From an optimization exercise on the open Yosys and OpenROAD flow, aimed at small area, a short achievable clock period and few clock cycles per item; shortcuts taken in it are not production practice.
Function was checked by simulation only, so behaviour that the tests miss may differ from the original.

==> flow/design.v (excerpt) <==
module ascon
(
    input  logic         clock,
    input  logic         reset_n,
    input  logic         i_sys_enable,
    input  logic         i_start,
    input  logic         i_data_valid,
    input  logic [ 63:0] i_data,
    input  logic [127:0] i_key,
    input  logic [127:0] i_nonce,
    output logic [ 63:0] o_cipher,
    output logic [127:0] o_tag,
    output logic         o_valid_cipher,
    output logic         o_done,
    output logic         o_ready
);
clock: 10.0 ns
lec_check: 0
cap_margin: 20
core_margin: 2
core_utilization: 40
slew_margin: 20
setup_slack_margin: 6.8
standard.sh (not shown) runs the stock make flow with config.mk's settings and CLKGATE_MAP_FILE= SYNTH_SCRIPT=/design/flow/synth_recipe.tcl, a recipe that flattens the netlist after the stock synthesis.
==> flow/flow/run.sh <==
#!/bin/bash
# Standard layout with a tighter setup target for timing repair.
set -e
cp standard.sh standard_copy.txt
cp config.mk config_orig.txt
echo "export SETUP_SLACK_MARGIN = 6.8" >> config.mk
bash standard.sh > standard.log 2>&1
The starting point produced a layout that fails on max-slew violations.
Testbench counts at the start, summed over its fixed seeds: cycles 9,416, messages 192.
Change:
==> flow/run.sh (new file) <==
#!/bin/bash
# synth_recipe.tcl (not shown) runs the flow's synth.tcl, then flattens the netlist and writes it again
# the make line also repeats each setting of config.mk as NAME=value (left out here)
make -C /OpenROAD-flow-scripts/flow DESIGN_CONFIG=/design/flow/config.mk WORK_HOME=/design/flow/orfs CLKGATE_MAP_FILE= SYNTH_SCRIPT=/design/flow/synth_recipe.tcl finish
SETUP_SLACK_MARGIN = unset   (was 6.8)
removed: flow/flow/run.sh
removed: flow/standard.sh
Outcome:
- Now the flow finished with timing, DRC and antenna clean
- wire length goes down by a few percent
- via count goes down by a few percent
- final area goes down by a few percent
- clock skew goes down by 8.4 ps
- die area is unchanged
- worst hold slack degrades by 70 ps
- fmax goes down by about a fifth
- first-iteration DRC count goes down by about a fifth
- global-route usage goes down by 0.65 points

========
build 85:
The RTL this note starts from:
==> flow/design.v <==
`timescale 1ns / 1ps
module ascon_fsm #(
    parameter int G_ROUNDS = 2
) (
    input  logic       clock,
    input  logic       reset_n,
    input  logic       i_sys_enable,
    input  logic       i_start,
    input  logic       i_data_valid,
    output logic       o_run,            
    output logic       o_hold,           
    output logic       o_load,           
    output logic [3:0] o_round,          
    output logic       o_xor_data,       
    output logic       o_xor_key_hi,     
    output logic       o_xor_key_lo,     
    output logic       o_xor_lsb,        
    output logic       o_want,           
    output logic       o_valid_cipher,
    output logic       o_done
);
    logic       running;                 
    logic [2:0] block;                   
    logic       have;                    
    logic       n_running;
    logic [3:0] n_round;
    logic [2:0] n_block;
    logic       n_want;
    logic       n_have;
    logic       n_valid;
    logic       n_done;
    logic       last;
    logic       n_last;
    logic       n_final;
    assign last    = (o_round == 4'(12 - G_ROUNDS));
    assign n_last  = (n_round == 4'(12 - G_ROUNDS));
    assign n_final = (n_block == 3'd5);
    logic n_stall;                       
    logic n_absorb;                      
    assign n_stall  = n_running && n_last && !n_final && !n_have;
    assign n_absorb = n_running && n_last && !n_final && n_have;
    always_comb begin
        n_running = running;
        n_round   = o_round;
        n_block   = block;
        n_want    = o_want;
        n_have    = have;
        n_valid   = 1'b0;
        n_done    = 1'b0;
        if (!i_sys_enable) begin
            n_running = 1'b0;
            n_want    = 1'b0;
            n_have    = 1'b0;
        end
        else if (!running) begin
            if (i_start) begin
                n_running = 1'b1;
                n_round   = 4'd0;
                n_block   = 3'd0;
                n_want    = 1'b1;
                n_have    = 1'b0;
            end
        end
        else begin
            if (o_want && i_data_valid) begin
                n_want = 1'b0;
                n_have = 1'b1;
            end
            if (!last) begin
                n_round = o_round + 4'(G_ROUNDS);
            end
            else if (block == 3'd5) begin
                n_running = 1'b0;
                n_done    = 1'b1;
            end
            else if (have) begin
                n_round = (block == 3'd4) ? 4'd0 : 4'd6;
                n_block = block + 3'd1;
                n_have  = 1'b0;
                n_want  = (block != 3'd4);
                n_valid = (block != 3'd0);
            end
        end
    end
    always_ff @(posedge clock or negedge reset_n) begin
        if (!reset_n) begin
            running        <= 1'b0;
            o_round        <= 4'd0;
            block          <= 3'd0;
            o_want         <= 1'b0;
            have           <= 1'b0;
            o_valid_cipher <= 1'b0;
            o_done         <= 1'b0;
            o_run          <= 1'b0;
            o_hold         <= 1'b0;
            o_load         <= 1'b1;
            o_xor_data     <= 1'b1;
            o_xor_key_hi   <= 1'b1;
            o_xor_key_lo   <= 1'b0;
            o_xor_lsb      <= 1'b0;
        end
        else begin
            running        <= n_running;
            o_round        <= n_round;
            block          <= n_block;
            o_want         <= n_want;
            have           <= n_have;
            o_valid_cipher <= n_valid;
            o_done         <= n_done;
            o_run          <= n_running && !n_stall;
            o_hold         <= n_stall;
            o_load         <= !n_running;
            o_xor_data     <= !n_running || (n_absorb);
            o_xor_key_hi   <= !n_running || (n_absorb && (n_block == 3'd4));
            o_xor_key_lo   <= n_running && n_last && ((n_absorb && (n_block == 3'd0)) || n_final);
            o_xor_lsb      <= n_absorb && (n_block == 3'd1);
        end
    end
endmodule
`timescale 1ns / 1ps
module addition_layer
(
    input  logic [  3:0] i_round,
    input  logic [319:0] i_state,
    output logic [319:0] o_state
);
    assign o_state[319:136] = i_state[319:136];
    assign o_state[135:128] = i_state[135:128] ^ {~i_round, i_round};
    assign o_state[127:0]   = i_state[127:0];
endmodule
`timescale 1ns / 1ps
module sbox
(
    input  logic [4:0] i_data,
    output logic [4:0] o_data
);
    logic a0, a1, a2, a3, a4;
    logic b0, b1, b2, b3, b4;
    assign a0 = i_data[4] ^ i_data[0];
    assign a1 = i_data[3];
    assign a2 = i_data[2] ^ i_data[3];
    assign a3 = i_data[1];
    assign a4 = i_data[0] ^ i_data[1];
    assign b0 = a0 ^ (~a1 & a2);
    assign b1 = a1 ^ (~a2 & a3);
    assign b2 = a2 ^ (~a3 & a4);
    assign b3 = a3 ^ (~a4 & a0);
    assign b4 = a4 ^ (~a0 & a1);
    assign o_data[4] = b0 ^ b4;
    assign o_data[3] = b1 ^ b0;
    assign o_data[2] = ~b2;
    assign o_data[1] = b3 ^ b2;
    assign o_data[0] = b4;
endmodule
`timescale 1ns / 1ps
module substitution_layer
(
    input  logic [319:0] i_state,
    output logic [319:0] o_state
);
    for (genvar i = 0; i < 64; i++) begin : g_sbox
        sbox sbox_i (
            .i_data({i_state[256+i], i_state[192+i], i_state[128+i], i_state[64+i], i_state[i]}),
            .o_data({o_state[256+i], o_state[192+i], o_state[128+i], o_state[64+i], o_state[i]})
        );
    end
endmodule
`timescale 1ns / 1ps
module diffusion_layer
(
    input  logic [319:0] i_state,
    output logic [319:0] o_state
);
    logic [63:0] x0, x1, x2, x3, x4;
    assign {x0, x1, x2, x3, x4} = i_state;
    assign o_state[319:256] = x0 ^ {x0[18:0], x0[63:19]} ^ {x0[27:0], x0[63:28]};
    assign o_state[255:192] = x1 ^ {x1[60:0], x1[63:61]} ^ {x1[38:0], x1[63:39]};
    assign o_state[191:128] = x2 ^ {x2[0], x2[63:1]} ^ {x2[5:0], x2[63:6]};
    assign o_state[127:64]  = x3 ^ {x3[9:0], x3[63:10]} ^ {x3[16:0], x3[63:17]};
    assign o_state[63:0]    = x4 ^ {x4[6:0], x4[63:7]} ^ {x4[40:0], x4[63:41]};
endmodule
`timescale 1ns / 1ps
module permutation #(
    parameter int G_ROUNDS = 2
) (
    input  logic [319:0] i_state,
    input  logic [  3:0] i_round,
    output logic [319:0] o_state
);
    logic [320*(G_ROUNDS+1)-1:0] s;
    assign s[319:0] = i_state;
    for (genvar i = 0; i < G_ROUNDS; i++) begin : g_round
        logic [  3:0] r;
        logic [319:0] added;
        logic [319:0] substituted;
        if ((G_ROUNDS & (G_ROUNDS - 1)) == 0) begin : g_or
            assign r = i_round | 4'(i);
        end
        else begin : g_add
            assign r = i_round + 4'(i);
        end
        addition_layer addition_layer_i (
            .i_round(r),
            .i_state(s[320*i+:320]),
            .o_state(added)
        );
        substitution_layer substitution_layer_i (
            .i_state(added),
            .o_state(substituted)
        );
        diffusion_layer diffusion_layer_i (
            .i_state(substituted),
            .o_state(s[320*(i+1)+:320])
        );
    end
    assign o_state = s[320*G_ROUNDS+:320];
endmodule
`timescale 1ns / 1ps
module ascon
(
    input  logic         clock,
    input  logic         reset_n,
    input  logic         i_sys_enable,
    input  logic         i_start,
    input  logic         i_data_valid,
    input  logic [ 63:0] i_data,
    input  logic [127:0] i_key,
    input  logic [127:0] i_nonce,
    output logic [ 63:0] o_cipher,
    output logic [127:0] o_tag,
    output logic         o_valid_cipher,
    output logic         o_done,
    output logic         o_ready
);
    localparam int K = 1;   
    logic [319:0] state;
    logic [319:0] round_out;
    logic [319:0] mask;
    logic         run;
    logic         hold;
    logic         load;
    logic [  3:0] round;
    logic         xor_data;
    logic         xor_key_hi;
    logic         xor_key_lo;
    logic         xor_lsb;
    logic         want;
    logic         valid_q;
    logic         done_q;
    permutation #(.G_ROUNDS(K)) permutation_inst (
        .i_state(state),
        .i_round(round),
        .o_state(round_out)
    );
    assign mask = {
        (i_data & {64{xor_data}}) | (state[319:256] & {64{hold}}),
        (i_key & {128{xor_key_hi}}) | (state[255:128] & {128{hold}}),
        (i_key & {128{xor_key_lo}}) | (i_nonce & {128{load}}) | (state[127:0] & {128{hold}})
    } ^ {319'd0, xor_lsb};
    always_ff @(posedge clock) begin
        state <= (round_out & {320{run}}) ^ mask;
    end
    ascon_fsm #(.G_ROUNDS(K)) ascon_fsm_inst (
        .clock         (clock),
        .reset_n       (reset_n),
        .i_sys_enable  (i_sys_enable),
        .i_start       (i_start),
        .i_data_valid  (i_data_valid),
        .o_run         (run),
        .o_hold        (hold),
        .o_load        (load),
        .o_round       (round),
        .o_xor_data    (xor_data),
        .o_xor_key_hi  (xor_key_hi),
        .o_xor_key_lo  (xor_key_lo),
        .o_xor_lsb     (xor_lsb),
        .o_want        (want),
        .o_valid_cipher(valid_q),
        .o_done        (done_q)
    );
    assign o_cipher       = state[319:256];
    assign o_tag          = state[127:0];
    assign o_valid_cipher = valid_q;
    assign o_done         = done_q;
    assign o_ready        = want;
endmodule
clock: 10.0 ns
lec_check: 0
cap_margin: 20
core_margin: 2
core_utilization: 55
place_density: 0.65
slew_margin: 20
setup_slack_margin: 6.5
buffer_ports_args: -buffer_cell sky130_fd_sc_hd__buf_1
cts_args: -sink_clustering_enable -repair_clock_nets -dont_use_dummy_load -sink_clustering_size 16 -sink_clustering_max_diameter 100
==> flow/flow/run.sh <==
#!/bin/bash
# The standard layout (standard.sh) with these changes:
# - synthesis is synth_recipe.tcl with its ABC mapping script replaced by
#   flow/abc_area.script (an area-recovering mapping); everything else in
#   synthesis, the flip-flops included, is as in the standard synthesis;
# - the port buffers are inserted as the smallest buffer (timing repair
#   upsizes them where needed);
# - clock tree synthesis inserts no dummy loads and uses larger sink clusters.
# Each tool's output goes to standard.log and ORFS's own logs under orfs/logs.
set -e
export MY_ABC_SCRIPT="$PWD/flow/abc_area.script"
{
  echo 'proc abc {args} { set i [lsearch -exact $args -script]; if {$i >= 0} { lset args [expr {$i + 1}] $::env(MY_ABC_SCRIPT) }; yosys abc {*}$args }'
  cat synth_recipe.tcl
} > my_synth.tcl
sed "s#SYNTH_SCRIPT=[^ ]*synth_recipe.tcl#SYNTH_SCRIPT=$PWD/my_synth.tcl#" standard.sh > my_standard.sh
grep -q "my_synth.tcl" my_standard.sh
echo "export SETUP_SLACK_MARGIN = 6.5" >> config.mk
echo "export BUFFER_PORTS_ARGS = -buffer_cell sky130_fd_sc_hd__buf_1" >> config.mk
echo "export CTS_ARGS = -sink_clustering_enable -repair_clock_nets -dont_use_dummy_load -sink_clustering_size 16 -sink_clustering_max_diameter 100" >> config.mk
bash my_standard.sh > standard.log 2>&1
==> flow/flow/abc_area.script <==
strash
&get -n
&st
&dch
&nf -R 1000
&put
topo
stime -c
Testbench counts of build 85, summed over its fixed seeds: cycles 9,416, messages 192.
## Diff of input files: build 69 against build 85
- CORE_UTILIZATION: 55 -> 40
- SETUP_SLACK_MARGIN: 6.5 -> 7.0
- PLACE_DENSITY: 0.65 -> unset
diff --git a/flow/flow/run.sh b/flow/flow/run.sh
--- a/flow/flow/run.sh
+++ b/flow/flow/run.sh
@@ -16,5 +16,5 @@
 sed "s#SYNTH_SCRIPT=[^ ]*synth_recipe.tcl#SYNTH_SCRIPT=$PWD/my_synth.tcl#" standard.sh > my_standard.sh
 grep -q "my_synth.tcl" my_standard.sh
-echo "export SETUP_SLACK_MARGIN = 6.5" >> config.mk
+echo "export SETUP_SLACK_MARGIN = 7.0" >> config.mk
 echo "export BUFFER_PORTS_ARGS = -buffer_cell sky130_fd_sc_hd__buf_1" >> config.mk
 echo "export CTS_ARGS = -sink_clustering_enable -repair_clock_nets -dont_use_dummy_load -sink_clustering_size 16 -sink_clustering_max_diameter 100" >> config.mk
Relative to build 85, worst max-slew margin expressed relative to the limit has gone up in build 69.
Compared with build 85, in build 69 number of tapcells shows an increase of 270; first-pass GRT wire length rose by about 8%; utilization -9.9 points.
Going from build 85 to build 69, minimum setup slack in the final design went up by 0.41 ns, routed wire length went up by 8.2%, die height went up by 39 um, buffers inserted during post-CTS setup optimization went up by 189, area of the multi-input gates went up by 670 um^2.
#### Input delta (build 35 over build 69)
- a change of SETUP_SLACK_MARGIN from 7.0 to 6.8
- a change of CTS_ARGS from -sink_clustering_enable -repair_clock_nets -dont_use_dummy_load -sink_clustering_size 16 -sink_clustering_max_diameter 100 to -sink_clustering_enable -repair_clock_nets -dont_use_dummy_load
diff --git a/flow/flow/run.sh b/flow/flow/run.sh
--- a/flow/flow/run.sh
+++ b/flow/flow/run.sh
@@ -6,5 +6,5 @@
 # - the port buffers are inserted as the smallest buffer (timing repair
 #   upsizes them where needed);
-# - clock tree synthesis inserts no dummy loads and uses larger sink clusters.
+# - clock tree synthesis inserts no dummy loads.
 # Each tool's output goes to standard.log and ORFS's own logs under orfs/logs.
 set -e
@@ -16,6 +16,6 @@
 sed "s#SYNTH_SCRIPT=[^ ]*synth_recipe.tcl#SYNTH_SCRIPT=$PWD/my_synth.tcl#" standard.sh > my_standard.sh
 grep -q "my_synth.tcl" my_standard.sh
-echo "export SETUP_SLACK_MARGIN = 7.0" >> config.mk
+echo "export SETUP_SLACK_MARGIN = 6.8" >> config.mk
 echo "export BUFFER_PORTS_ARGS = -buffer_cell sky130_fd_sc_hd__buf_1" >> config.mk
-echo "export CTS_ARGS = -sink_clustering_enable -repair_clock_nets -dont_use_dummy_load -sink_clustering_size 16 -sink_clustering_max_diameter 100" >> config.mk
+echo "export CTS_ARGS = -sink_clustering_enable -repair_clock_nets -dont_use_dummy_load" >> config.mk
 bash my_standard.sh > standard.log 2>&1
==> run notes <==
- [build 35 vs build 69] share of final-layout standard cells stronger than drive strength 1: lower in build 35
- Looking at area occupied by multi-input gates, build 35 sits below build 69.
- Compared with build 69, in build 35 number of H-tree levels picked up an extra 1; minimum period implied by the final worst setup slack rose 0.18 ns; cell count decreased 4.4%.
- Taking build 69 as the reference, in build 35 via count normalized by instance count saw a decrease; number of setup violations in the final report saw little to no change; via count saw a decrease.

==> re-timing with driven ports <==
In the flow no input, the clock included, has a driving cell. The finished layouts below were timed again as built, in two steps. Step 1: set_driving_cell puts a clkbuf_16 on clock and a buf_2 on each other input, an assumption about the parent block. Step 2 also shifts input and output timing later by t, the mid clock arrival at the registers, as if the neighbouring blocks saw the same clock. Slacks: ideal ports / drivers / drivers and shift; pairs: ideal ports / drivers.
| run | shift t [ns] | slack for setup (ns) | hold slack, ns |
|---|---|---|---|
| the first run of note 1 | 0.674 | 6.643 / 6.599 / 6.317 | 0.583 / 0.583 / 0.583 |
| the second run of note 1 | 0.675 | 5.795 / 5.795 / 5.795 | 0.512 / 0.512 / 0.512 |
| build 85 | 0.649 | 6.398 / 6.398 / 6.150 | 0.631 / 0.631 / 0.631 |
| build 69 | 0.651 | 6.806 / 6.740 / 6.503 | 0.589 / 0.589 / 0.589 |
| build 35 | 0.647 | 6.623 / 6.555 / 6.404 | 0.613 / 0.613 / 0.613 |
The setup slack of the first run of note 1, which loses most, moves by -0.044 ns with the drivers and by -0.326 ns with both steps.
